Context: an optimization exercise on an open-source flow, tuned for a short achievable clock period and few clock cycles. The choices shown serve that exercise and are no tape-out recipe.
Only simulation tests tie the RTL to the original design; equivalence was not proved.
Power is estimated from default activity; no workload was simulated.

==> flow/design.v <==
    localparam ADD     = 4'b0000;
    localparam SUB     = 4'b0001;
    localparam OR      = 4'b0010;
    localparam AND     = 4'b0011;
    localparam XOR     = 4'b0100;
    localparam NOT     = 4'b0101;
    localparam READ    = 4'b0110;
    localparam WRITE   = 4'b0111;
    localparam LOAD    = 4'b1000;
    localparam CMP     = 4'b1001;
    localparam SHIFT   = 4'b1010;
    localparam JMP     = 4'b1011;
    localparam JMPC    = 4'b1100;
    localparam SPECIAL = 4'b1101;
    localparam STACK   = 4'b1110;
    localparam MEM_NOP   = 2'b00;
    localparam MEM_READ  = 2'b01;
    localparam MEM_WRITE = 2'b10;
    localparam CMP_EQ_BIT       = 0;
    localparam CMP_RA_GT_RB_BIT = 1;
    localparam CMP_RB_GT_RA_BIT = 2;
    localparam CMP_RA_ZERO_BIT  = 3;
    localparam CMP_RB_ZERO_BIT  = 4;
    localparam CMP_CODE_EQ       = 3'b000;
    localparam CMP_CODE_RA_GT_RB = 3'b001;
    localparam CMP_CODE_RB_GT_RA = 3'b010;
    localparam CMP_CODE_RA_ZERO  = 3'b011;
    localparam CMP_CODE_RB_ZERO  = 3'b100;
    localparam FETCH         = 10'b0000000001;
    localparam DECODE        = 10'b0000000010;
    localparam REG_READ      = 10'b0000000100;
    localparam EXEC          = 10'b0000001000;
    localparam STORE         = 10'b0000010000;
    localparam REG_WRITE     = 10'b0000100000;
    localparam FETCH_IRQ_NUM = 10'b0001000000;
    localparam SAVE_PC       = 10'b0010000000;
    localparam ENTER_ISR     = 10'b0100000000;
    localparam DECREMENT_SP  = 10'b1000000000;
    localparam RAM_SIZE  = 16'h8000;
    localparam APP       = 16'h0064;
    localparam TIMER1_COUNT         = RAM_SIZE - 10;
    localparam TIMER_ENABLE         = RAM_SIZE - 9;
    localparam UART_1_RW            = RAM_SIZE - 2;
    localparam UART_1_RX_DATA_READY = RAM_SIZE - 1;
    localparam UART_1_TX_READY      = RAM_SIZE;
module core(input wire I_clk,
    input wire I_reset,
    input wire I_irq_active,
    input wire MEM_ready,
    input wire[15:0] MEM_data_in,
    input wire MEM_data_ready,
    output reg O_irq_ack,
    output reg MEM_exec,
    output reg MEM_write,
    output reg[1:0] MEM_size,
    output reg[15:0] MEM_addr,
    output reg[15:0] MEM_data_out);
     localparam ADD     = 4'b0000;
    localparam SUB     = 4'b0001;
    localparam OR      = 4'b0010;
    localparam AND     = 4'b0011;
    localparam XOR     = 4'b0100;
    localparam NOT     = 4'b0101;
    localparam READ    = 4'b0110;
    localparam WRITE   = 4'b0111;
    localparam LOAD    = 4'b1000;
    localparam CMP     = 4'b1001;
    localparam SHIFT   = 4'b1010;
    localparam JMP     = 4'b1011;
    localparam JMPC    = 4'b1100;
    localparam SPECIAL = 4'b1101;
    localparam STACK   = 4'b1110;
localparam OK_FETCH = 2'd0, OK_KILL = 2'd1, OK_READ = 2'd2, OK_WRITE = 2'd3;
localparam M_RUN = 3'd0, M_DRAIN = 3'd1, M_ACK = 3'd2, M_NUM = 3'd3, M_PUSH = 3'd4, M_VEC = 3'd5;
localparam W_SUM = 3'd0, W_LOG = 3'd1, W_SHF = 3'd2, W_CMP = 3'd3, W_SP = 3'd4, W_LD = 3'd5;
localparam APP = 16'h0064;
localparam CI = 4;               
localparam DW = 31;
reg        r_fetch;              
reg        o_v;                  
reg [1:0]  o_kind;
reg [15:0] o_addr;
reg [15:0] fpc;                  
reg [15:0] npc;                  
reg [1:0]  ib_cnt;               
reg [15:0] ib0, ib1;
reg        ib_wp, ib_rp;
reg        ie, rec, irq_q;
reg [2:0]  mode;
reg [15:0] irqn;
reg [127:0] rf;                  
localparam CN = 1 << CI, TW = 15 - CI;
reg [CN-1:0]       cv;
reg [CN*TW-1:0]    ctag;
reg [CN*16-1:0]    cdat;
reg        d_v;
reg [15:0] d_ir, d_pc, d_pc2;     
reg        x_v;
reg [1:0]  x_st;
reg [15:0] x_ir, x_pc;
reg [15:0] A, B, bop, lop, moff, tgt_rel, tgt_rel2;
reg        cin;
reg [15:0] sum_q, log_q, shf_q, sp_q, ld_q;
reg [4:0]  cmp_q;
reg        w_v, w_en1, w_en2;
reg [2:0]  w_a1, w_a2, w_sel;
reg [1:0]  w_mask;
wire [3:0] op = x_ir[15:12];
wire m = x_ir[8];
wire [2:0] rd = x_ir[11:9], ra = x_ir[7:5];
wire [DW-1:0] d_dec;
reg  [DW-1:0] x_dec;
idec dec_d(.i(d_ir), .o(d_dec));
wire is_sub   = x_dec[0];
wire is_or    = x_dec[1];
wire is_and   = x_dec[2];
wire is_xor   = x_dec[3];
wire is_not   = x_dec[4];
wire is_read  = x_dec[5];
wire is_write = x_dec[6];
wire is_load  = x_dec[7];
wire is_jmp   = x_dec[8];
wire is_jmpc  = x_dec[9];
wire is_ei    = x_dec[10];
wire is_di    = x_dec[11];
wire is_reti  = x_dec[12];
wire is_push  = x_dec[13];
wire is_rdop  = x_dec[14];
wire is_wrop  = x_dec[15];
wire is_memop = x_dec[16];
wire x_wen1   = x_dec[17];
wire x_wen2   = x_dec[18];
wire br_rel   = x_dec[19];
wire [2:0] x_a1  = x_dec[22:20];
wire [2:0] x_sel = x_dec[25:23];
wire [1:0] x_mask = x_dec[27:26];
wire [1:0] msize  = x_dec[29:28];
wire is_cmp       = x_dec[30];
wire [3:0] dop = d_ir[15:12];
wire dm = d_ir[8];
wire [2:0] d_ra = d_ir[7:5], d_rb = d_ir[4:2];
wire d_spec = dop == SPECIAL;
reg d_uses_a, d_uses_b, d_jmpc;
reg [7:0] d_rma, d_rmb, x_wm, x_cm;
wire fwd_cmp = x_v && d_jmpc && |(d_rma & x_cm);
wire hazard = x_v && ((!fwd_cmp && |(d_rma & x_wm)) || |(d_rmb & x_wm));
wire [15:0] res = (w_sel == W_SUM) ? sum_q : (w_sel == W_LOG) ? log_q : (w_sel == W_SHF) ? shf_q :
                  (w_sel == W_CMP) ? {11'b0, cmp_q} : (w_sel == W_LD) ? ld_q : sp_q;
reg [15:0] rA_v, rB_v;
always @(*) begin
    rA_v = rf[16*d_ra +: 16];
    if (w_v && w_en2 && w_a2 == d_ra)
        rA_v = sp_q;
    if (w_v && w_en1 && w_a1 == d_ra) begin
        if (w_mask[0]) rA_v[7:0] = res[7:0];
        if (w_mask[1]) rA_v[15:8] = res[15:8];
    end
    rB_v = rf[16*d_rb +: 16];
    if (w_v && w_en2 && w_a2 == d_rb)
        rB_v = sp_q;
    if (w_v && w_en1 && w_a1 == d_rb) begin
        if (w_mask[0]) rB_v[7:0] = res[7:0];
        if (w_mask[1]) rB_v[15:8] = res[15:8];
    end
end
wire [15:0] imm4 = dm ? {12'b0, d_ir[4:1]} : {{12{d_ir[4]}}, d_ir[4:1]};
wire [15:0] bsrc = d_ir[0] ? imm4 : rB_v;
wire fill = MEM_data_ready && o_v && (o_kind == OK_FETCH || o_kind == OK_KILL);
wire [CI-1:0] fidx = o_addr[CI:1];
wire [15:0] fpc2;
add16 add_fpc2(.a(fpc), .b(16'd2), .ci(1'b0), .s(fpc2));
wire [CN-1:0] m_f, m_r;
wire [TW-1:0] ftag = fpc[15:CI+1], ftag1 = fpc[15:CI+1] + 1'b1, rtag = tgt_rel[15:CI+1];
genvar gi;
generate
    for (gi = 0; gi < CN; gi = gi + 1) begin : cmpg
        assign m_f[gi] = cv[gi] && ctag[TW*gi +: TW] == ftag;
        assign m_r[gi] = cv[gi] && ctag[TW*gi +: TW] == rtag;
    end
endgenerate
wire [CI-1:0] fi = fpc[CI:1], fi2 = fpc[CI:1] + 1'b1, ri = tgt_rel[CI:1];
wire m_f2 = (fi != {CI{1'b1}}) ? m_f[fi2] : (cv[0] && ctag[TW-1:0] == ftag1);
wire hc_f   = m_f[fi] && !(fill && fidx == fi);
wire hc_f2  = m_f2 && !(fill && fidx == fi2);
wire hc_rel = m_r[ri] && !(fill && fidx == ri);
wire [CN-1:0] m_r2;
wire [TW-1:0] rtag2 = tgt_rel2[15:CI+1];
generate
    for (gi = 0; gi < CN; gi = gi + 1) begin : cmpg2
        assign m_r2[gi] = cv[gi] && ctag[TW*gi +: TW] == rtag2;
    end
endgenerate
wire [CI-1:0] ri2 = tgt_rel2[CI:1];
wire hc_rel2 = m_r2[ri2] && !(fill && fidx == ri2);
wire [15:0] cd_rel2 = cdat[16*ri2 +: 16];
wire [15:0] cd_f   = cdat[16*fpc[CI:1] +: 16];
wire [15:0] cd_f2  = cdat[16*fi2 +: 16];
wire [15:0] cd_rel = cdat[16*tgt_rel[CI:1] +: 16];
reg hit;                         
reg [15:0] cdata;                
wire acc = MEM_exec && MEM_ready;
wire x_first = x_v && x_st == 2'd0;
wire x_wait = x_v && x_st == 2'd1;
wire reti_fin = x_v && x_st == 2'd2;    
reg  br_taken;                   
wire [2:0] d_c = d_ir[11:9];
reg [7:0] fl;
integer k;
always @(*)
    for (k = 0; k < 8; k = k + 1)
        fl[k] = (d_c == 3'd0) ? rf[16*k] : (d_c == 3'd1) ? rf[16*k+1] : (d_c == 3'd2) ? rf[16*k+2] :
                (d_c == 3'd3) ? rf[16*k+3] : (d_c == 3'd4) ? rf[16*k+4] : 1'b0;
wire res_fl = (d_c == 3'd0) ? res[0] : (d_c == 3'd1) ? res[1] : (d_c == 3'd2) ? res[2] :
              (d_c == 3'd3) ? res[3] : (d_c == 3'd4) ? res[4] : 1'b0;
wire sp_fl = (d_c == 3'd0) ? sp_q[0] : (d_c == 3'd1) ? sp_q[1] : (d_c == 3'd2) ? sp_q[2] :
             (d_c == 3'd3) ? sp_q[3] : (d_c == 3'd4) ? sp_q[4] : 1'b0;
wire [4:0] x_flags = {B == 16'h0000, A == 16'h0000, lt, gt, eq};
wire x_fl = (d_c == 3'd0) ? x_flags[0] : (d_c == 3'd1) ? x_flags[1] : (d_c == 3'd2) ? x_flags[2] :
            (d_c == 3'd3) ? x_flags[3] : (d_c == 3'd4) ? x_flags[4] : 1'b0;
wire d_flag = fwd_cmp ? x_fl :
              (w_v && w_en1 && w_mask[0] && w_a1 == d_ra) ? res_fl :
              (w_v && w_en2 && w_a2 == d_ra) ? sp_fl : fl[d_ra];
wire d_taken = dop == JMP || (dop == JMPC && d_flag);
wire [15:0] br_tgt = br_rel ? tgt_rel : is_jmp ? A : B;
wire wr_done = x_wait && is_wrop && acc && !r_fetch;
wire rd_done = x_wait && is_rdop && MEM_data_ready && o_v && o_kind == OK_READ;
wire x_done = (x_first && !is_memop) || wr_done || (rd_done && !is_reti) || reti_fin;
wire x_free = !x_v || x_done;
wire redirect_br = x_first && br_taken;
wire redirect_reti = reti_fin;
wire irq_vec_go = mode == M_VEC;
wire redirect = redirect_br || redirect_reti || irq_vec_go;
wire [15:0] vec = APP + {irqn[14:0], 1'b0};
wire rt_hit = redirect_br && br_rel && hc_rel;
wire [15:0] rt_cd = cd_rel;
wire [15:0] rtgt = redirect_reti ? ld_q : irq_vec_go ? vec : br_tgt;
wire [15:0] npc2;
add16 add_npc2(.a(npc), .b(16'd2), .ci(1'b0), .s(npc2));
wire irq_take = mode == M_RUN && ie && irq_q && x_free && !redirect;
wire kill = redirect || irq_take;
wire o_live = o_v && o_kind == OK_FETCH;
wire fc = MEM_data_ready && o_live;
wire ch = mode == M_RUN && hit && !o_live && ib_cnt != 2'd2;
wire d_adv = d_v && x_free && !hazard && !kill;
wire d_free = !d_v || (x_free && !hazard);
wire d_load = (!d_v || d_adv) && !kill && mode == M_RUN && (ib_cnt != 2'd0 || fc || ch);
wire [15:0] new_instr = fc ? MEM_data_in : cdata;
wire [15:0] d_src = (ib_cnt != 2'd0) ? (ib_rp ? ib1 : ib0) : new_instr;
wire [3:0] sop = d_src[15:12];
wire sm = d_src[8];
wire s_uses_a = !(sop == LOAD || (sop == JMP && !sm) || (sop == SPECIAL && d_src[2:0] != 3'b100) || sop == 4'hF);
wire s_uses_b = ((sop == ADD || sop == SUB) && !d_src[0]) ||
                ((sop == OR || sop == AND || sop == XOR) && !sm) ||
                sop == WRITE || sop == CMP || (sop == JMPC && !sm) ||
                (sop == STACK && !sm && !d_src[0]);
wire ib_pop = d_load && ib_cnt != 2'd0;
wire ib_keep = (fc || ch) && !(d_load && ib_cnt == 2'd0);
wire fetch_ok = ({1'b0, ib_cnt} + {2'b0, o_live}) <= 3'd1;
wire [15:0] maddr, sum_d, sp_d, tgt_d, tgt_d2;
add16 add_maddr(.a(A), .b(moff), .ci(1'b0), .s(maddr));
add16 add_sum(.a(A), .b(bop), .ci(cin), .s(sum_d));
add16 add_sp(.a(A), .b(is_push ? 16'hFFFE : 16'h0002), .ci(1'b0), .s(sp_d));
wire [15:0] d_off = (dop == JMP) ? {{8{d_ir[7]}}, d_ir[7:0]} : {{11{d_ir[4]}}, d_ir[4:0]};
add16 add_tgt(.a(d_pc), .b(d_off), .ci(1'b0), .s(tgt_d));
add16 add_tgt2(.a(d_pc2), .b(d_off), .ci(1'b0), .s(tgt_d2));
wire [15:0] wdata = (is_push && x_ir[0]) ? x_pc : B;
wire dreq = x_first && is_memop;
wire eq = A == B;
wire lt = m ? (A < B) : ($signed(A) < $signed(B));
wire gt = !lt && !eq;
reg        q_ld, q_ld_d, q_write;
reg [1:0]  q_size;
reg [15:0] q_addr, q_dout;
always @(*) begin
    q_ld = 1'b1;
    q_ld_d = 1'b0;
    q_write = 1'b0;
    q_size = 2'd2;
    q_addr = fpc;
    q_dout = npc;
    if (mode == M_NUM) begin
        q_ld_d = 1'b1;
        q_write = 1'b1;
        q_addr = rf[127:112] - 16'd2;
    end
    else if (dreq) begin
        q_ld_d = 1'b1;
        q_write = is_wrop;
        q_size = msize;
        q_addr = maddr;
        q_dout = wdata;
    end
    else if (redirect) begin
        q_addr = rtgt;
    end
    else if (MEM_exec) begin
        q_ld = 1'b0;
    end
end
integer i;
always @(posedge I_clk) begin
    if (I_reset) begin
        d_ir <= 16'h0000;
        d_pc <= 16'h0000;
        d_pc2 <= 16'h0000;
        x_ir <= 16'h0000;
        x_pc <= 16'h0000;
        A <= 16'h0000;
        B <= 16'h0000;
        bop <= 16'h0000;
        lop <= 16'h0000;
        moff <= 16'h0000;
        tgt_rel <= 16'h0000;
        tgt_rel2 <= 16'h0000;
        cdata <= 16'h0000;
        ib0 <= 16'h0000;
        ib1 <= 16'h0000;
        ld_q <= 16'h0000;
        o_addr <= 16'h0000;
        sum_q <= 16'h0000;
        log_q <= 16'h0000;
        shf_q <= 16'h0000;
        sp_q <= 16'h0000;
        irqn <= 16'h0000;
        x_dec <= {DW{1'b0}};
        d_uses_a <= 1'b0;
        d_uses_b <= 1'b0;
        d_jmpc <= 1'b0;
        d_rma <= 8'd0;
        d_rmb <= 8'd0;
        x_wm <= 8'd0;
        x_cm <= 8'd0;
        cmp_q <= 5'd0;
        br_taken <= 1'b0;
        cin <= 1'b0;
        w_en1 <= 1'b0;
        w_en2 <= 1'b0;
        w_a1 <= 3'd0;
        w_a2 <= 3'd0;
        w_sel <= 3'd0;
        w_mask <= 2'd0;
        MEM_exec <= 1'b0;
        MEM_write <= 1'b0;
        MEM_size <= 2'd0;
        MEM_addr <= 16'h0000;
        MEM_data_out <= 16'h0000;
        r_fetch <= 1'b0;
        o_v <= 1'b0;
        o_kind <= OK_FETCH;
        fpc <= 16'h0000;
        npc <= 16'h0000;
        ib_cnt <= 2'd0;
        ib_wp <= 1'b0;
        ib_rp <= 1'b0;
        d_v <= 1'b0;
        x_v <= 1'b0;
        x_st <= 2'd0;
        w_v <= 1'b0;
        ie <= 1'b0;
        rec <= 1'b0;
        irq_q <= 1'b0;
        mode <= M_RUN;
        O_irq_ack <= 1'b0;
        for (i = 0; i < 8; i = i + 1)
            rf[16*i +: 16] <= 16'h0000;
        cv <= {CN{1'b0}};
        hit <= 1'b0;
    end
    else begin
        irq_q <= I_irq_active;
        if (mode == M_NUM || dreq) begin
            MEM_exec <= 1'b1;
            r_fetch <= 1'b0;
        end
        else if (redirect) begin
            MEM_exec <= !rt_hit;
            r_fetch <= 1'b1;
        end
        else if (irq_take || acc || (ch && r_fetch)) begin
            MEM_exec <= 1'b0;
        end
        else if (!MEM_exec && mode == M_RUN && fetch_ok && !hit) begin
            MEM_exec <= 1'b1;
            r_fetch <= 1'b1;
        end
        if (q_ld) begin
            MEM_write <= q_write;
            MEM_size <= q_size;
            MEM_addr <= q_addr;
        end
        if (q_ld_d)
            MEM_data_out <= q_dout;
        if (redirect) begin
            fpc <= rtgt;
            hit <= rt_hit;
            cdata <= rt_cd;
        end
        else if (ch) begin
            fpc <= fpc2;
            hit <= hc_f2;
            cdata <= cd_f2;
        end
        else begin
            if (acc && r_fetch)
                fpc <= fpc2;
            hit <= hc_f && !(acc && r_fetch);
            cdata <= cd_f;
        end
        if (acc) begin
            o_v <= 1'b1;
            o_addr <= MEM_addr;
            o_kind <= r_fetch ? ((kill || ch) ? OK_KILL : OK_FETCH) : (MEM_write ? OK_WRITE : OK_READ);
        end
        else begin
            if (MEM_data_ready)
                o_v <= 1'b0;
            if (kill && o_kind == OK_FETCH)
                o_kind <= OK_KILL;
        end
        if (fill) begin
            cv[o_addr[CI:1]] <= 1'b1;
            ctag[TW*o_addr[CI:1] +: TW] <= o_addr[15:CI+1];
            cdat[16*o_addr[CI:1] +: 16] <= MEM_data_in;
        end
        if (fc || ch) begin
            if (ib_wp) ib1 <= new_instr;
            else       ib0 <= new_instr;
        end
        if (kill) begin
            ib_cnt <= 2'd0;
            ib_wp <= 1'b0;
            ib_rp <= 1'b0;
        end
        else begin
            case ({ib_keep, ib_pop})
                2'b10: ib_cnt <= ib_cnt + 2'd1;
                2'b01: ib_cnt <= ib_cnt - 2'd1;
                default: ;
            endcase
            if (ib_keep) ib_wp <= !ib_wp;
            if (ib_pop) ib_rp <= !ib_rp;
        end
        if (redirect)
            npc <= rtgt;
        else if (irq_take)
            npc <= d_v ? d_pc : npc;
        else if (d_load)
            npc <= npc2;
        if (d_free) begin
            d_ir <= d_src;
            d_uses_a <= s_uses_a;
            d_uses_b <= s_uses_b;
            d_rma <= s_uses_a ? (8'd1 << d_src[7:5]) : 8'd0;
            d_rmb <= s_uses_b ? (8'd1 << d_src[4:2]) : 8'd0;
            d_jmpc <= sop == JMPC;
            d_pc <= npc;
            d_pc2 <= npc2;
        end
        if (d_load)
            d_v <= 1'b1;
        else if (d_adv || kill)
            d_v <= 1'b0;
        if (d_adv) begin
            x_v <= 1'b1;
            x_st <= 2'd0;
        end
        else if (x_done) begin
            x_v <= 1'b0;
        end
        else if (x_first) begin
            x_st <= 2'd1;
        end
        else if (rd_done) begin
            x_st <= 2'd2;
        end
        if (x_free) begin
            x_ir <= d_ir;
            x_dec <= d_dec;
            x_wm <= (d_dec[17] ? (8'd1 << d_dec[22:20]) : 8'd0) | (d_dec[18] ? (8'd1 << d_ir[7:5]) : 8'd0);
            x_cm <= d_dec[30] ? (8'd1 << d_dec[22:20]) : 8'd0;
            br_taken <= d_taken;
            x_pc <= d_pc;
            A <= rA_v;
            B <= rB_v;
            bop <= (dop == SUB) ? ~bsrc : bsrc;
            cin <= dop == SUB;
            lop <= dm ? {11'b0, d_ir[4:0]} : rB_v;
            moff <= (dop == READ) ? {{11{d_ir[4]}}, d_ir[4:0]} :
                    (dop == WRITE) ? {{11{d_ir[11]}}, d_ir[11:9], d_ir[1:0]} :
                    (dop == STACK && !dm) ? 16'hFFFE : 16'h0000;
            tgt_rel <= tgt_d;
            tgt_rel2 <= tgt_d2;
        end
        sum_q <= sum_d;
        log_q <= is_or ? (A | lop) : is_and ? (A & lop) : is_xor ? (A ^ lop) :
                 is_not ? ~A : is_load ? {x_ir[7:0], x_ir[7:0]} : x_pc;
        shf_q <= x_ir[4] ? 16'h0000 : (m ? (A >> x_ir[3:0]) : (A << x_ir[3:0]));
        cmp_q <= x_flags;
        sp_q <= sp_d;
        if (x_first) begin
            if (is_ei) begin
                ie <= 1'b1;
                rec <= 1'b1;
            end
            if (is_di) begin
                ie <= 1'b0;
                rec <= 1'b0;
            end
        end
        if (x_wait)
            ld_q <= MEM_data_in;
        if (rd_done) begin
            if (is_reti)
                ie <= rec;
        end
        w_v <= x_done;
        w_en1 <= x_wen1;
        w_a1 <= x_a1;
        w_en2 <= x_wen2;
        w_a2 <= ra;
        w_sel <= x_sel;
        w_mask <= x_mask;
        if (w_v && w_en2)
            rf[16*w_a2 +: 16] <= sp_q;
        if (w_v && w_en1) begin
            if (w_mask[0]) rf[16*w_a1 +: 8] <= res[7:0];
            if (w_mask[1]) rf[16*w_a1+8 +: 8] <= res[15:8];
        end
        case (mode)
            M_RUN: begin
                if (irq_take)
                    mode <= M_DRAIN;
            end
            M_DRAIN: begin
                if (!o_v && !MEM_exec && !w_v) begin
                    O_irq_ack <= 1'b1;
                    ie <= 1'b0;
                    mode <= M_ACK;
                end
            end
            M_ACK: begin
                O_irq_ack <= 1'b0;
                mode <= M_NUM;
            end
            M_NUM: begin
                irqn <= MEM_data_in;
                rf[127:112] <= rf[127:112] - 16'd2;
                mode <= M_PUSH;
            end
            M_PUSH: begin
                if (acc)
                    mode <= M_VEC;
            end
            default: begin
                mode <= M_RUN;
            end
        endcase
    end
end
endmodule
module idec(input wire [15:0] i, output wire [30:0] o);
     localparam ADD     = 4'b0000;
    localparam SUB     = 4'b0001;
    localparam OR      = 4'b0010;
    localparam AND     = 4'b0011;
    localparam XOR     = 4'b0100;
    localparam NOT     = 4'b0101;
    localparam READ    = 4'b0110;
    localparam WRITE   = 4'b0111;
    localparam LOAD    = 4'b1000;
    localparam CMP     = 4'b1001;
    localparam SHIFT   = 4'b1010;
    localparam JMP     = 4'b1011;
    localparam JMPC    = 4'b1100;
    localparam SPECIAL = 4'b1101;
    localparam STACK   = 4'b1110;
localparam W_SUM = 3'd0, W_LOG = 3'd1, W_SHF = 3'd2, W_CMP = 3'd3, W_SP = 3'd4, W_LD = 3'd5;
wire [3:0] op = i[15:12];
wire m = i[8];
wire is_add   = op == ADD;
wire is_sub   = op == SUB;
wire is_or    = op == OR;
wire is_and   = op == AND;
wire is_xor   = op == XOR;
wire is_not   = op == NOT;
wire is_read  = op == READ;
wire is_write = op == WRITE;
wire is_load  = op == LOAD;
wire is_cmp   = op == CMP;
wire is_shift = op == SHIFT;
wire is_jmp   = op == JMP;
wire is_jmpc  = op == JMPC;
wire is_spec  = op == SPECIAL;
wire is_spc   = is_spec && i[2:0] == 3'b000;
wire is_ei    = is_spec && i[2:0] == 3'b001;
wire is_di    = is_spec && i[2:0] == 3'b010;
wire is_reti  = is_spec && i[2:0] == 3'b100;
wire is_push  = op == STACK && !m;
wire is_pop   = op == STACK && m;
wire is_rdop  = is_read || is_pop || is_reti;
wire is_wrop  = is_write || is_push;
wire is_memop = is_rdop || is_wrop;
wire is_logic = is_or || is_and || is_xor || is_not || is_load || is_spc;
wire wen1     = is_add || is_sub || is_logic || is_cmp || is_shift || is_read || is_push || is_pop || is_reti;
wire [2:0] a1 = is_reti ? i[7:5] : i[11:9];
wire wen2     = is_pop;
wire br_rel   = (is_jmp && !m) || (is_jmpc && m);
wire [2:0] sel = (is_add || is_sub) ? W_SUM : is_logic ? W_LOG : is_shift ? W_SHF :
                 is_cmp ? W_CMP : (is_read || is_pop) ? W_LD : W_SP;
wire [1:0] mask = is_load ? (m ? 2'b10 : 2'b01) : 2'b11;
wire [1:0] msize = (is_read || is_write) ? (m ? 2'd2 : 2'd1) : 2'd2;
assign o = {is_cmp, msize, mask, sel, a1, br_rel, wen2, wen1, is_memop, is_wrop, is_rdop, is_push, is_reti,
            is_di, is_ei, is_jmpc, is_jmp, is_load, is_write, is_read, is_not, is_xor, is_and, is_or, is_sub};
endmodule
module add16(input wire [15:0] a, input wire [15:0] b, input wire ci, output wire [15:0] s);
wire [15:0] p = a ^ b;
wire [15:0] g0 = (a & b) | {15'b0, p[0] & ci};
wire [15:0] g1, p1, g2, p2, g3, p3, g4;
genvar i;
generate
    for (i = 0; i < 16; i = i + 1) begin : l1
        if (i < 1) begin : lo
            assign g1[i] = g0[i];
            assign p1[i] = p[i];
        end else begin : hi
            assign g1[i] = g0[i] | (p[i] & g0[i-1]);
            assign p1[i] = p[i] & p[i-1];
        end
    end
    for (i = 0; i < 16; i = i + 1) begin : l2
        if (i < 2) begin : lo
            assign g2[i] = g1[i];
            assign p2[i] = p1[i];
        end else begin : hi
            assign g2[i] = g1[i] | (p1[i] & g1[i-2]);
            assign p2[i] = p1[i] & p1[i-2];
        end
    end
    for (i = 0; i < 16; i = i + 1) begin : l3
        if (i < 4) begin : lo
            assign g3[i] = g2[i];
            assign p3[i] = p2[i];
        end else begin : hi
            assign g3[i] = g2[i] | (p2[i] & g2[i-4]);
            assign p3[i] = p2[i] & p2[i-4];
        end
    end
    for (i = 0; i < 16; i = i + 1) begin : l4
        if (i < 8) begin : lo
            assign g4[i] = g3[i];
        end else begin : hi
            assign g4[i] = g3[i] | (p3[i] & g3[i-8]);
        end
    end
endgenerate
assign s = p ^ {g4[14:0], ci};
endmodule
==> flow/run.sh <==
#!/bin/bash
# synth_recipe.tcl (not shown) runs the flow's synth.tcl, then flattens the netlist and writes it again
# the make line also repeats each setting of config.mk as NAME=value (left out here)
make -C /OpenROAD-flow-scripts/flow DESIGN_CONFIG=/design/flow/config.mk WORK_HOME=/design/flow/orfs CLKGATE_MAP_FILE= SYNTH_SCRIPT=/design/flow/synth_recipe.tcl finish
==> flow/config.mk <==
export PLATFORM = sky130hd
export DESIGN_NAME = core
export DESIGN_NICKNAME = core
export VERILOG_FILES = /design/flow/design.v
export SDC_FILE = /design/flow/constraint.sdc
export NUM_CORES = 4
export LEC_CHECK = 0
export ABC_CLOCK_PERIOD_IN_PS = 2400
export CAP_MARGIN = 20
export CORE_MARGIN = 2
export CORE_UTILIZATION = 40
export SETUP_SLACK_MARGIN = 4.6
export SLEW_MARGIN = 20
export TNS_END_PERCENT = 100
==> flow/constraint.sdc <==
create_clock -name core_clock -period 7.0 [get_ports {I_clk}]
set_input_delay 1.4000 -clock core_clock [delete_from_list [all_inputs] [get_ports {I_clk}]]
set_output_delay 1.4000 -clock core_clock [all_outputs]
set_load 0.01 [all_outputs]
==> results by group, run 1 <==
Run status
  – Result of the run: no timing/DRC/antenna violations

Synthesis
  – Post-Syn Nets: 6789
  – Main combinational cell family by area after synthesis: compound AO/OA/AOI/OAI gates
  – Post-Synthesis Cells: roughly 6.6k
  – Simple-gate share of the synthesized area: 0.151
  – Synthesized-area fraction occupied by xor and xnor cells: 0.0674
  – Adder-cell share of the synthesized area: 0.0280
  – Count of unique library cells instantiated by Yosys: 91
  – Area fraction in compound gates after synthesis: 0.205
  – Number of enable-type register cells in the synthesized netlist: around 430
  – Netlist area before placement: about 0.061 mm²
  – Portion of netlist area occupied by mux cells: 0.0903
  – Avg Synthesized Cell Area: 9.22 µm²
  – Most common flop cell mapped by yosys: sky130_fd_sc_hd__dfxtp_1
  – Number of synthesized register bits: about 1.0k
  – Sequential share of the synthesized area: 0.412
  – Share of flip-flops with an asynchronous set or reset after synthesis: 0
  – Number of warnings printed during yosys synthesis: 1

Floorplanning
  – Die footprint: ~0.16 mm²
  – Initial core utilization: 0.403
  – Number of top-level pins: 58
  – Die Width: around 400 µm
  – Placeable core region: ~0.15 mm²
  – Y dimension of the die: just under 400 µm
  – Cell Rows: 143

Worst setup path
  – Crit-path cells: buf_12 -> and4bb_4 -> buf_6 -> mux2i_4 -> a21oi_4 -> or2_4 -> o211ai_1 -> o21ai_1 -> o211ai_1 -> nand2_1 -> o31ai_1
  – Critical-path cell with the highest stage delay: sky130_fd_sc_hd__and4bb_4
  – Endpoint arrival time on the critical path: 3.68 ns
  – Req. time, crit path: about 7.7 ns
  – Largest incremental delay on the critical path: 0.37 ns
  – R2r setup slk: 4.11 ns
  – Start-to-end type of the worst setup path: primary input to flip-flop
  – Worst setup SP type: primary input
  – Largest fanout on the critical path: 7
  – Endpoint type of the worst setup path: flip-flop
  – Most numerous cell on the critical path: sky130_fd_sc_hd__o211ai_1

Route
  – Violation count after the first detailed-routing iteration: between 9k and 10k
  – Count of TritonRoute iterations in the first routing pass: 6
  – WL/cell: between 30 and 40 µm
  – Total routed wirelength: between 200 and 300 mm
  – Drc violations: 0
  – Vias: ~61k
  – Mean number of vias per cell: about 6.6
  – Antenna viol nets, final: 0

Cells and area
  – Final cell count without fillers: 9179
  – Share of post-route cells with drive strength above 1: 0.305
  – Count of nets after finishing: between 7k and 8k
  – Area overhead of the layout relative to synthesis: 34.1%
  – Most common library cell in the layout ignoring fill and taps: sky130_fd_sc_hd__nand2_1
  – Final core utilization: 0.540
  – Highest-count cells in the layout ignoring fill and taps: sky130_fd_sc_hd__nand2_1, sky130_fd_sc_hd__nor2_1, sky130_fd_sc_hd__dfxtp_1
  – Final Instance Area: 0.0821 mm²

Placed design
  – Port Buffer Count: 57
  – Post-detailed-placement half-perimeter wirelength: ~160 mm
  – Setup WS pre-CTS: between 2 and 2.5 ns
  – Placed instance area: around 0.064 mm²
  – GPL Wtd Cong: ~1.0
  – Number of cells in the design after placement: 8307

Clocking
  – Clock latency (worst-skew pair): around 0.78 ns
  – TritonCTS clock tree: built
  – Longest Clk Path Bufs: 3
  – Clock edge transition at the registers on the reported setup and hold paths: 0.06 ns
  – CTS hold repair buffers: 0
  – Total number of H-tree levels: 3
  – Total clock buffers created by CTS: approximately 120
  – Clock root buffer: sky130_fd_sc_hd__clkbuf_16
  – Clock sink count: approximately 1.0k

STA
  – Least setup slack across all paths after layout: ~4 ns
  – Number of endpoints failing setup at the final stage: 0
  – Unrepaired setup endpoints after global routing: yes
  – Final Hold Violating Endpoints: 0
  – Slew of the pin with the lowest slew margin: 1.08 ns
  – Worst clock skew: around 0.044 ns
  – Post-layout min period: between 3 and 4 ns
  – Setup Total Neg Slack: 0 ns
  – Max-slew violation count: 0
  – Final worst path period share: 0.430
  – Fmax: roughly 0.33 GHz
  – Max_slew headroom: 0.282

GRT
  – Vias in the first global route: around 55k
  – Maximum number of pins on one net before global-route repair: ~170
  – Total Routing Usage GR: 0.328
  – First-pass GRT wire length: between 300 and 400 mm
  – Grt ovf: 0
  – Number of antenna violations at the first check in global routing: 11

Job
  – Max-cap check violation count: 0

Power
  – Power density over cell area: between 200 and 250 mW/mm²
  – Maximum vdd ir drop: ~0.00022 V
  – Static Leakage: between 20 and 30 nW

Worst hold path
  – Path type of the worst min-delay path: flip-flop to flip-flop
==> cell usage after synthesis, drive strengths merged, types with 42 or more instances <==
cell type	n	area (µm²)
a211oi	196	1470
a21oi	381	1910
a22o	166	1450
a22oi	162	1220
a31oi	53	332
a32o	199	1990
buf	137	691
clkbuf	441	1660
dfxtp	612	12300
edfxtp	432	13000
ha	129	1610
inv	112	420
mux2	145	1630
mux2i	229	2290
mux4	71	1600
nand2	768	2890
nand2b	49	307
nand3	125	626
nand4	101	632
nor2	633	2380
nor2b	76	475
nor3	105	531
nor4	54	344
o211ai	42	315
o21ai	312	1570
xnor2	335	2930
xor2	136	1190
==> power breakdown <==
part	switching, mW	internal (mW)
logic	3.13	2.29
clock network	2.83	3.98
registers	0.384	6.62
==> state kept, by name, summed over array words and instances, names as in the netlist, 27 cells and up <==
register / cells
rf: 128
cdat: 256
x_dec: 27
ctag: 176
==> layer usage <==
| layer | global-route usage | wire length (µm) |
|---|---|---|
| met2 | 0.471 | 117000 |
| met5 | 0.00523 | 66 |
| met1 | 0.443 | 105000 |
| met4 | 0.180 | 19300 |
| met3 | 0.0907 | 39100 |
==> cell type report <==
cell class | instances | area (µm²)
Tap cell | 2030 | 2540
Clock inverter | 71 | 922
Sequential cell | 1044 | 25500
Fill cell | 12784 | 69900
Inverter | 115 | 517
Clock buffer | 149 | 3210
Multi-Input combinational cell | 4909 | 38700
Antenna cell | 2 | 5.00
Timing Repair Buffer | 859 | 10600
==> cells by family after synthesis <==
| family | count (synthesis) |
|---|---|
| and+or+nand+nor | 2067 |
| muxes | 445 |
| buffers and inverters | 693 |
| adders and majority gates | 134 |
| DFF | 1044 |
| xor gates and xnor gates | 471 |
| AOI/OAI and AO/OA | 1780 |
==> final timing paths <==
path                   from  endpoint  depth (start not counted)
max          MEM_data_ready  d_rmb[7]                         11
max reg2reg       o_kind[1]  d_rmb[7]                         11
min               x_dec[24]  w_sel[1]                          1
min reg2reg       x_dec[24]  w_sel[1]                          1
==> worst max-delay path, delay by kind of cell <==
family | cells | cell delay (ns)
simple gates | 3 | 0.81
compound gates | 5 | 0.96
buf+inv | 2 | 0.24
mux | 1 | 0.26
==> repair_timing <==
| action | CTS | global route |
|---|---|---|
| resized for setup | 1270 | 602 |
| cloned | 56 | 40 |
| pin swaps | 235 | 261 |
| setup endpoints to repair | 1447 | 1104 |
| setup buffers | 364 | 190 |
==> stage by stage <==
step | power (mW) | hold slack, ns
4_1_cts | 18.5 | 0.457
3_3_place_gp | 10.6 | 0.437
2_1_floorplan | 9.51 | 0.427
3_5_place_dp | 10.6 | 0.445
5_1_grt | 19.6 | 0.479
6_report | 19.2 | 0.457
Testbench counts, summed over its fixed seeds: cycles 94,731.
==> run 2: changes to the inputs <==
--- a/flow/design.v
+++ b/flow/design.v
@@ -241,10 +241,10 @@
 wire o_live = o_v && o_kind == OK_FETCH;
 wire fc = MEM_data_ready && o_live;
-wire ch = mode == M_RUN && hit && !o_live && ib_cnt != 2'd2;
+wire ch = mode == M_RUN && hit && !o_live && !ib_cnt[1];
 wire d_adv = d_v && x_free && !hazard && !kill;
 wire d_free = !d_v || (x_free && !hazard);
-wire d_load = (!d_v || d_adv) && !kill && mode == M_RUN && (ib_cnt != 2'd0 || fc || ch);
+wire d_load = (!d_v || d_adv) && !kill && mode == M_RUN && (ib_cnt[0] || fc || ch);
 wire [15:0] new_instr = fc ? MEM_data_in : cdata;
-wire [15:0] d_src = (ib_cnt != 2'd0) ? (ib_rp ? ib1 : ib0) : new_instr;
+wire [15:0] d_src = ib_cnt[0] ? (ib_rp ? ib1 : ib0) : new_instr;
 wire [3:0] sop = d_src[15:12];
 wire sm = d_src[8];
@@ -254,7 +254,7 @@
                 sop == WRITE || sop == CMP || (sop == JMPC && !sm) ||
                 (sop == STACK && !sm && !d_src[0]);
-wire ib_pop = d_load && ib_cnt != 2'd0;
-wire ib_keep = (fc || ch) && !(d_load && ib_cnt == 2'd0);
-wire fetch_ok = ({1'b0, ib_cnt} + {2'b0, o_live}) <= 3'd1;
+wire ib_pop = d_load && ib_cnt[0];
+wire ib_keep = (fc || ch) && !(d_load && !ib_cnt[0]);
+wire fetch_ok = !ib_cnt[1] && !(ib_cnt[0] && o_live);
 wire [15:0] maddr, sum_d, sp_d, tgt_d, tgt_d2;
 add16 add_maddr(.a(A), .b(moff), .ci(1'b0), .s(maddr));
@@ -433,9 +433,6 @@
         end
         else begin
-            case ({ib_keep, ib_pop})
-                2'b10: ib_cnt <= ib_cnt + 2'd1;
-                2'b01: ib_cnt <= ib_cnt - 2'd1;
-                default: ;
-            endcase
+            ib_cnt[0] <= (ib_keep && !ib_pop) || (ib_cnt[0] && !(ib_pop && !ib_keep)) || ib_cnt[1];
+            ib_cnt[1] <= (ib_keep && !ib_pop && ib_cnt[0]) || (ib_cnt[1] && !(ib_pop && !ib_keep));
             if (ib_keep) ib_wp <= !ib_wp;
             if (ib_pop) ib_rp <= !ib_rp;
==> results by group, run 2 <==
Worst hold path
  – Path type of the worst min-delay path: flip-flop to flip-flop (unchanged)

Clocking
  – Total clock buffers created by CTS: 118 (was 117)
  – Total number of H-tree levels: 3 (unchanged)
  – CTS hold repair buffers: 0 (unchanged)
  – Clock root buffer: sky130_fd_sc_hd__clkbuf_16 (unchanged)
  – Clock edge transition at the registers on the reported setup and hold paths: 0.06 ns (about the same)
  – TritonCTS clock tree: built (unchanged)
  – Longest Clk Path Bufs: 3 (unchanged)
  – Clock sink count: 1044 (unchanged)
  – Clock latency (worst-skew pair): 0.84 ns (was 0.78 ns)

Job
  – Max-cap check violation count: 2 (was 0)

Synthesis
  – Number of warnings printed during yosys synthesis: 1 (unchanged)
  – Netlist area before placement: 0.0614 mm² (was 0.0612 mm²)
  – Share of Yosys cell area claimed by the top area cell type: 0.211 (was 0.212)
  – Post-Synthesis Cells: 6742 (was 6634)
  – Leading cell type by number of instances after synthesis: sky130_fd_sc_hd__nand2_1 (unchanged)
  – Post-Syn Nets: 6897 (was 6789)
  – Number of synthesized register bits: 1044 (unchanged)
  – Most common flop cell mapped by yosys: sky130_fd_sc_hd__dfxtp_1 (unchanged)
  – Share of flip-flops with an asynchronous set or reset after synthesis: 0 (unchanged)
  – Number of enable-type register cells in the synthesized netlist: 432 (unchanged)
  – Commonest cells in the synthesized netlist: sky130_fd_sc_hd__nand2_1, sky130_fd_sc_hd__nor2_1, sky130_fd_sc_hd__dfxtp_1, sky130_fd_sc_hd__a21oi_1, sky130_fd_sc_hd__edfxtp_1 (was sky130_fd_sc_hd__nand2_1, sky130_fd_sc_hd__nor2_1, sky130_fd_sc_hd__dfxtp_1, sky130_fd_sc_hd__clkbuf_1, sky130_fd_sc_hd__edfxtp_1)
  – Cell accounting for the most synthesized area: sky130_fd_sc_hd__edfxtp_1 (unchanged)
  – Avg Synthesized Cell Area: 9.11 µm² (was 9.22 µm²)
  – Sequential share of the synthesized area: 0.411 (was 0.412)
  – Largest cells by area after synthesis: sky130_fd_sc_hd__edfxtp_1, sky130_fd_sc_hd__dfxtp_1, sky130_fd_sc_hd__mux2_2 (was sky130_fd_sc_hd__edfxtp_1, sky130_fd_sc_hd__dfxtp_1, sky130_fd_sc_hd__xnor2_1)
  – Count of unique library cells instantiated by Yosys: 90 (was 91)

Placed design
  – Post-detailed-placement half-perimeter wirelength: 154 mm (was 158 mm)
  – Number of cells in the design after placement: 8430 (was 8307)
  – Port Buffer Count: 57 (unchanged)
  – Setup WS pre-CTS: 2.30 ns (was 2.13 ns)
  – GPL Wtd Cong: 0.954 (was 0.997)
  – Placed instance area: 0.0644 mm² (was 0.0641 mm²)

Cells and area
  – Area overhead of the layout relative to synthesis: 36.0% (was 34.1%)
  – Final Instance Area: 0.0835 mm² (was 0.0821 mm²)
  – Highest-count cells in the layout ignoring fill and taps: sky130_fd_sc_hd__nand2_1, sky130_fd_sc_hd__nor2_1, sky130_fd_sc_hd__dfxtp_1 (unchanged)
  – Number of fill cells in the layout: 12.6k (was 12.8k)
  – Final cell count without fillers: 9309 (was 9179)
  – Share of post-route cells with drive strength above 1: 0.338 (was 0.305)
  – Most common library cell in the layout ignoring fill and taps: sky130_fd_sc_hd__nand2_1 (unchanged)
  – Max reg flops: 256 (unchanged)
  – Final core utilization: 0.548 (was 0.540)
  – Multi-input gate area: 0.0400 mm² (was 0.0387 mm²)
  – Count of nets after finishing: 7322 (was 7201)
  – Flip-flop and latch area: 0.0255 mm² (about the same)

STA
  – Final hold slack: 0.464 ns (was 0.457 ns)
  – Least setup slack across all paths after layout: 3.93 ns (was 3.99 ns)
  – Post-layout min period: 3.07 ns (was 3.01 ns)
  – Fmax: 0.326 GHz (was 0.332 GHz)
  – Max_slew headroom: -0.119 (was 0.282)
  – Worst clock skew: 0.0877 ns (was 0.0443 ns)
  – Final Hold Violating Endpoints: 0 (unchanged)
  – Slew of the pin with the lowest slew margin: 1.67 ns (was 1.08 ns)
  – Max-slew violation count: 7 (was 0)
  – Unrepaired setup endpoints after global routing: yes (unchanged)
  – Final worst path period share: 0.439 (was 0.430)
  – Setup Total Neg Slack: 0 ns (unchanged)
  – Number of endpoints failing setup at the final stage: 0 (unchanged)

Floorplanning
  – Die footprint: 0.157 mm² (was 0.156 mm²)
  – Die Width: 396 µm (was 395 µm)
  – Number of top-level pins: 58 (unchanged)
  – Cell Rows: 143 (unchanged)
  – Y dimension of the die: 396 µm (was 395 µm)
  – Initial core utilization: 0.403 (about the same)
  – Placeable core region: 0.152 mm² (about the same)

GRT
  – First-pass GRT wire length: 374 mm (was 383 mm)
  – Maximum number of pins on one net before global-route repair: 91 (was 167)
  – Grt ovf: 0 (unchanged)
  – Total Routing Usage GR: 0.317 (was 0.328)
  – Vias in the first global route: 54.6k (was 54.7k)
  – Number of antenna violations at the first check in global routing: 8 (was 11)

Worst setup path
  – Endpoint type of the worst setup path: flip-flop (unchanged)
  – Critical path buffer and inverter count: 2 (unchanged)
  – Req. time, crit path: 7.72 ns (was 7.68 ns)
  – Most numerous cell on the critical path: sky130_fd_sc_hd__o21ai_2 (was sky130_fd_sc_hd__o211ai_1)
  – Largest fanout on the critical path: 8 (was 7)
  – Critical-path cell with the highest stage delay: sky130_fd_sc_hd__or4b_4 (was sky130_fd_sc_hd__and4bb_4)
  – Crit-path cells: buf_8 -> and4bb_2 -> buf_12 -> mux2i_4 -> mux2_4 -> or4b_4 -> a31oi_4 -> o21ai_2 -> or3_4 -> o21ai_2 (was buf_12 -> and4bb_4 -> buf_6 -> mux2i_4 -> a21oi_4 -> or2_4 -> o211ai_1 -> o21ai_1 -> o211ai_1 -> nand2_1 -> o31ai_1)
  – Worst setup SP type: primary input (unchanged)
  – Endpoint arrival time on the critical path: 3.79 ns (was 3.68 ns)
  – Largest incremental delay on the critical path: 0.54 ns (was 0.37 ns)
  – Start-to-end type of the worst setup path: primary input to flip-flop (unchanged)
  – Top Family by Delay on Critical Path: simple AND/OR/NAND/NOR gates (was compound AO/OA/AOI/OAI gates)

Power
  – Power, Total: 14.6 mW (was 19.2 mW)
  – Maximum vdd ir drop: 0.000223 V (was 0.000221 V)
  – Power density over cell area: 175 mW/mm² (was 234 mW/mm²)
  – Static Leakage: 30.1 nW (was 29.1 nW)

Route
  – Drc violations: 0 (unchanged)
  – Antenna viol nets, final: 0 (unchanged)
  – Mean number of vias per cell: 6.51 (was 6.61)
  – Total routed wirelength: 280 mm (was 281 mm)
  – Violation count after the first detailed-routing iteration: 9309 (was 9035)
  – Vias: 60.6k (about the same)
  – Count of TritonRoute iterations in the first routing pass: 8 (was 6)
  – WL/cell: 30.0 µm (was 30.6 µm)

Run status
  – Layout check faults: max-capacitance violations, max-slew violations
  – Result of the run: failed layout checks (was no timing/DRC/antenna violations)
-- run 2: cell count changes after synthesis, sizes merged, moves of 23 or more --
cell / change
mux2: +219
a32o: -166
a22o: -148
nand2: +126
a21oi: +69
a32oi: +55
nand3: +44
xnor2: -36
a221o: -31
mux2i: -28
a22oi: -26
xor2: +23
-- run 2: layer usage --
metal  GRT usage  wire [µm]
met3      0.0766      38100
met5           0         58
met1       0.413     101000
met2       0.479     117000
met4       0.183      23000
-- run 2: path summary, 6_finish.rpt --
path | cells past startpoint | slack, ns | to | start
worst max-delay path | 10 | 3.93 | d_rma[3] | MEM_data_ready
worst min-delay path | 2 | 0.46 | d_rmb[5] | d_rmb[5]
worst max register to register | 11 | 4.11 | br_taken | A[0]
worst min register to register | 2 | 0.46 | d_rmb[5] | d_rmb[5]
-- run 2: cell type report --
cell class / instances / area share
Inverter: 112 / 0.00570
Clock buffer: 160 / 0.0396
Multi-Input combinational cell: 5046 / 0.479
Clock inverter: 66 / 0.00950
Antenna cell: 6 / 0.000180
Tap cell: 2030 / 0.0304
Timing Repair Buffer: 845 / 0.130
Sequential cell: 1044 / 0.306
-- run 2: logic make-up (layout without fill, tap and decap cells) --
logic type,Yosys count,in the layout,synth area share
other,0,6,0
and+or+nand+nor,2250,2260,0.163
DFF,1044,1044,0.411
buffers and inverters,668,1183,0.0429
xor gates and xnor gates,458,458,0.0653
muxes,640,640,0.127
AOI/OAI and AO/OA,1547,1553,0.163
adders and majority gates,135,135,0.0281
-- run 2: power breakdown --
part           switching [mW]  internal, mW
clock                    2.90          3.77
combinational           0.848         0.577
sequential              0.106          6.38
total                    3.85          10.7
-- run 2: worst min-delay path: cells and delay by family, from the launching register on --
| family | cells | cell delay (ns) |
|---|---|---|
| flops | 1 | 0.31 |
| simple gates | 1 | 0.06 |
| compound gates | 1 | 0.05 |
-- run 2: what timing repair did --
action,4_1_cts,5_1_grt
resized for setup,1143,928
gates cloned,56,57
setup endpoints to repair,1405,1150
endpoints found under the hold margin,0,0
setup buffers,341,193
pin swaps,199,364
Testbench counts of run 2, summed over its fixed seeds: cycles 94,731.
==> run 3: changes to the inputs <==
--- a/flow/config.mk
+++ b/flow/config.mk
@@ -7,8 +7,8 @@
 export LEC_CHECK = 0
 export ABC_CLOCK_PERIOD_IN_PS = 2400
-export CAP_MARGIN = 20
+export CAP_MARGIN = 30
 export CORE_MARGIN = 2
 export CORE_UTILIZATION = 40
 export SETUP_SLACK_MARGIN = 4.6
-export SLEW_MARGIN = 20
+export SLEW_MARGIN = 30
 export TNS_END_PERCENT = 100
==> results by group, run 3 <==
Cells and area
  – Highest-count cells in the layout ignoring fill and taps: sky130_fd_sc_hd__nand2_1, sky130_fd_sc_hd__nor2_1, sky130_fd_sc_hd__dfxtp_1 (unchanged)
  – Count of nets after finishing: 7257 (was 7322)
  – Final Instance Area: 0.0814 mm² (was 0.0835 mm²)
  – Area overhead of the layout relative to synthesis: 32.5% (was 36.0%)
  – Share of post-route cells with drive strength above 1: 0.312 (was 0.338)
  – Most common library cell in the layout ignoring fill and taps: sky130_fd_sc_hd__nand2_1 (unchanged)
  – Final core utilization: 0.534 (was 0.548)
  – Max reg flops: 256 (unchanged)

Synthesis
  – Area fraction in compound gates after synthesis: 0.163 (unchanged)
  – Share of flip-flops with an asynchronous set or reset after synthesis: 0 (unchanged)
  – Simple-gate share of the synthesized area: 0.163 (unchanged)
  – Largest cells by area after synthesis: sky130_fd_sc_hd__edfxtp_1, sky130_fd_sc_hd__dfxtp_1, sky130_fd_sc_hd__mux2_2 (unchanged)
  – Number of warnings printed during yosys synthesis: 1 (unchanged)
  – Avg Synthesized Cell Area: 9.11 µm² (unchanged)
  – Synthesized-area fraction occupied by xor and xnor cells: 0.0653 (unchanged)
  – Share of Yosys cell area claimed by the top area cell type: 0.211 (unchanged)
  – Most common flop cell mapped by yosys: sky130_fd_sc_hd__dfxtp_1 (unchanged)
  – Main combinational cell family by area after synthesis: compound AO/OA/AOI/OAI gates (unchanged)
  – Cell accounting for the most synthesized area: sky130_fd_sc_hd__edfxtp_1 (unchanged)
  – Netlist area before placement: 0.0614 mm² (unchanged)
  – Number of enable-type register cells in the synthesized netlist: 432 (unchanged)
  – Adder-cell share of the synthesized area: 0.0281 (unchanged)
  – Sequential share of the synthesized area: 0.411 (unchanged)
  – Leading cell type by number of instances after synthesis: sky130_fd_sc_hd__nand2_1 (unchanged)
  – Number of synthesized register bits: 1044 (unchanged)
  – Portion of netlist area occupied by mux cells: 0.127 (unchanged)
  – Count of unique library cells instantiated by Yosys: 90 (unchanged)
  – Post-Syn Nets: 6897 (unchanged)
  – Commonest cells in the synthesized netlist: sky130_fd_sc_hd__nand2_1, sky130_fd_sc_hd__nor2_1, sky130_fd_sc_hd__dfxtp_1, sky130_fd_sc_hd__a21oi_1, sky130_fd_sc_hd__edfxtp_1 (unchanged)
  – Post-Synthesis Cells: 6742 (unchanged)

Route
  – WL/cell: 29.3 µm (was 30.0 µm)
  – Highest routed layer: met5 (unchanged)
  – Drc violations: 0 (unchanged)
  – Met1 wire length: 101 mm (about the same)
  – Total routed wirelength: 271 mm (was 280 mm)
  – Antenna viol nets, final: 0 (unchanged)
  – Routed wire length on met3: 34.1 mm (was 38.1 mm)
  – Routed length on met2: 115 mm (was 117 mm)
  – Violation count after the first detailed-routing iteration: 8570 (was 9309)
  – Vias: 59.5k (was 60.6k)
  – Count of TritonRoute iterations in the first routing pass: 8 (unchanged)
  – Mean number of vias per cell: 6.45 (was 6.51)

Worst setup path
  – Start-to-end type of the worst setup path: primary input to flip-flop (unchanged)
  – Endpoint arrival time on the critical path: 3.79 ns (about the same)
  – Req. time, crit path: 7.72 ns (about the same)
  – Largest fanout on the critical path: 7 (was 8)
  – Worst setup SP type: primary input (unchanged)
  – Endpoint type of the worst setup path: flip-flop (unchanged)

STA
  – Post-layout min period: 3.07 ns (about the same)
  – Max_slew headroom: -0.224 (was -0.119)
  – Fmax: 0.326 GHz (about the same)
  – Slew of the pin with the lowest slew margin: 1.82 ns (was 1.67 ns)
  – Final Hold Violating Endpoints: 0 (unchanged)
  – Max-slew violation count: 4 (was 7)
  – Unrepaired setup endpoints after global routing: yes (unchanged)
  – Worst clock skew: 0.0549 ns (was 0.0877 ns)
  – Number of endpoints failing setup at the final stage: 0 (unchanged)
  – Final worst path period share: 0.439 (about the same)
  – Setup Total Neg Slack: 0 ns (unchanged)

GRT
  – Vias in the first global route: 54.5k (was 54.6k)
  – Total Routing Usage GR: 0.315 (was 0.317)
  – Maximum number of pins on one net before global-route repair: 121 (was 91)
  – First-pass GRT wire length: 372 mm (was 374 mm)
  – Number of antenna violations at the first check in global routing: 11 (was 8)
  – Grt ovf: 0 (unchanged)

Run status
  – Result of the run: failed layout checks (unchanged)
  – Layout check faults: max-capacitance violations, max-slew violations (unchanged)

Placed design
  – Post-detailed-placement half-perimeter wirelength: 154 mm (about the same)
  – Port Buffer Count: 57 (unchanged)
  – Placed instance area: 0.0644 mm² (about the same)
  – GPL Wtd Cong: 0.954 (unchanged)

Floorplanning
  – Placeable core region: 0.152 mm² (unchanged)
  – Die footprint: 0.157 mm² (unchanged)
  – Y dimension of the die: 396 µm (unchanged)
  – Number of top-level pins: 58 (unchanged)
  – Die Width: 396 µm (unchanged)
  – Cell Rows: 143 (unchanged)
  – Initial core utilization: 0.403 (unchanged)

Clocking
  – Clock latency (worst-skew pair): 0.81 ns (was 0.84 ns)
  – Clock edge transition at the registers on the reported setup and hold paths: 0.06 ns (about the same)
  – Clock root buffer: sky130_fd_sc_hd__clkbuf_16 (unchanged)
  – TritonCTS clock tree: built (unchanged)
  – Total number of H-tree levels: 3 (unchanged)
  – Longest Clk Path Bufs: 3 (unchanged)
  – Clock sink count: 1044 (unchanged)
  – CTS hold repair buffers: 0 (unchanged)
  – Total clock buffers created by CTS: 117 (was 118)

Job
  – Max-cap check violation count: 1 (was 2)

Power
  – Maximum vdd ir drop: 0.000212 V (was 0.000223 V)
  – Power density over cell area: 178 mW/mm² (was 175 mW/mm²)
  – Static Leakage: 29.7 nW (was 30.1 nW)

Worst hold path
  – Path type of the worst min-delay path: flip-flop to flip-flop (unchanged)
## run 3: power by group
| part | internal [mW] | leakage [nW] | switching [mW] |
|---|---|---|---|
| clock network | 3.82 | 2.03 | 2.81 |
| registers | 6.38 | 8.92 | 0.106 |
| logic | 0.552 | 18.7 | 0.819 |
## run 3: area by class of cell
class,instances,area [µm²]
fillers,12930,70900
multi-input cells,5046,39000
flip-flops and latches,1044,25500
repair buffers,781,9700
clock buffers,163,3420
well taps,2030,2540
clock inverters,59,662
inverters,112,467
diodes,1,2.50
## run 3: per-stage QoR
stage	hold WS (ns)	setup WS (ns)	cells	power (mW)
after floorplan	0.427	-1.75	6742	7.26
after CTS	0.454	3.97	9026	14.3
after detailed placement	0.447	2.28	8431	7.58
after global routing	0.479	3.92	9235	14.8
final	0.462	3.93	9236	14.5
after global placement	0.441	2.35	8429	7.57
## run 3: what timing repair did
action / CTS / global route
endpoints found under the setup margin: 1375 / 1208
pin swaps: 164 / 263
gates cloned: 51 / 44
setup buffers: 322 / 165
resized for setup: 1100 / 743
## run 3: cells by family after synthesis
logic type,count (synthesis)
AOI/OAI and AO/OA,1547
buffers and inverters,668
adders and majority gates,135
and+or+nand+nor,2250
xor gates and xnor gates,458
DFF,1044
muxes,640
## run 3: routing by layer
metal,GRT usage,up-vias
met3,0.0781,1142
met5,0,-
li1,-,25253
met4,0.175,18
met1,0.411,28958
met2,0.477,4176
## run 3: critical path, cell delays in order
cell	delay, ns
sky130_fd_sc_hd__buf_8	0.11
sky130_fd_sc_hd__and4bb_2	0.26
sky130_fd_sc_hd__buf_12	0.16
sky130_fd_sc_hd__mux2i_4	0.19
sky130_fd_sc_hd__mux2_4	0.29
sky130_fd_sc_hd__or4b_4	0.54
sky130_fd_sc_hd__a31oi_4	0.19
sky130_fd_sc_hd__o21ai_2	0.10
sky130_fd_sc_hd__or3_4	0.43
sky130_fd_sc_hd__o21ai_2	0.12
## run 3: path summary, 6_finish.rpt
kind,from,to,slack (ns),depth (start not counted)
hold / removal,x_dec[21],w_a1[1],0.46,1
setup reg to reg,d_ir[6],br_taken,4.18,7
setup / recovery,MEM_data_ready,d_rma[3],3.93,10
hold reg to reg,x_dec[21],w_a1[1],0.46,1

==> afterwards: timing with drivers on the ports <==
No port has a modelled driver above. Below, the same layouts with a new extraction and two added sets of constraints. Step 1 sets driving cells, clkbuf_16 on the clock port and buf_2 on the other inputs (assumed; they add their load-dependent delay and slew). Step 2 also shifts input and output timing later by t, the mid clock arrival at the registers, as if the neighbouring blocks saw the same clock. Slacks: ideal ports / drivers / drivers and shift; pairs: ideal ports / drivers.
| run | shift t [ns] | slack for setup (ns) | hold WS [ns] | worst data-port slew with drivers (ns) |
|---|---|---|---|---|
| run 1 | 0.847 | 3.992 / 3.908 / 3.061 | 0.457 / 0.457 / 0.457 | 0.28 |
| run 2 | 0.872 | 3.928 / 3.872 / 3.000 | 0.464 / 0.464 / 0.464 | 0.17 |
| run 3 | 0.857 | 3.929 / 3.869 / 3.013 | 0.462 / 0.462 / 0.462 | 0.17 |
The setup slack of run 1, which loses most, moves by -0.084 ns with the drivers and by -0.931 ns with both steps.
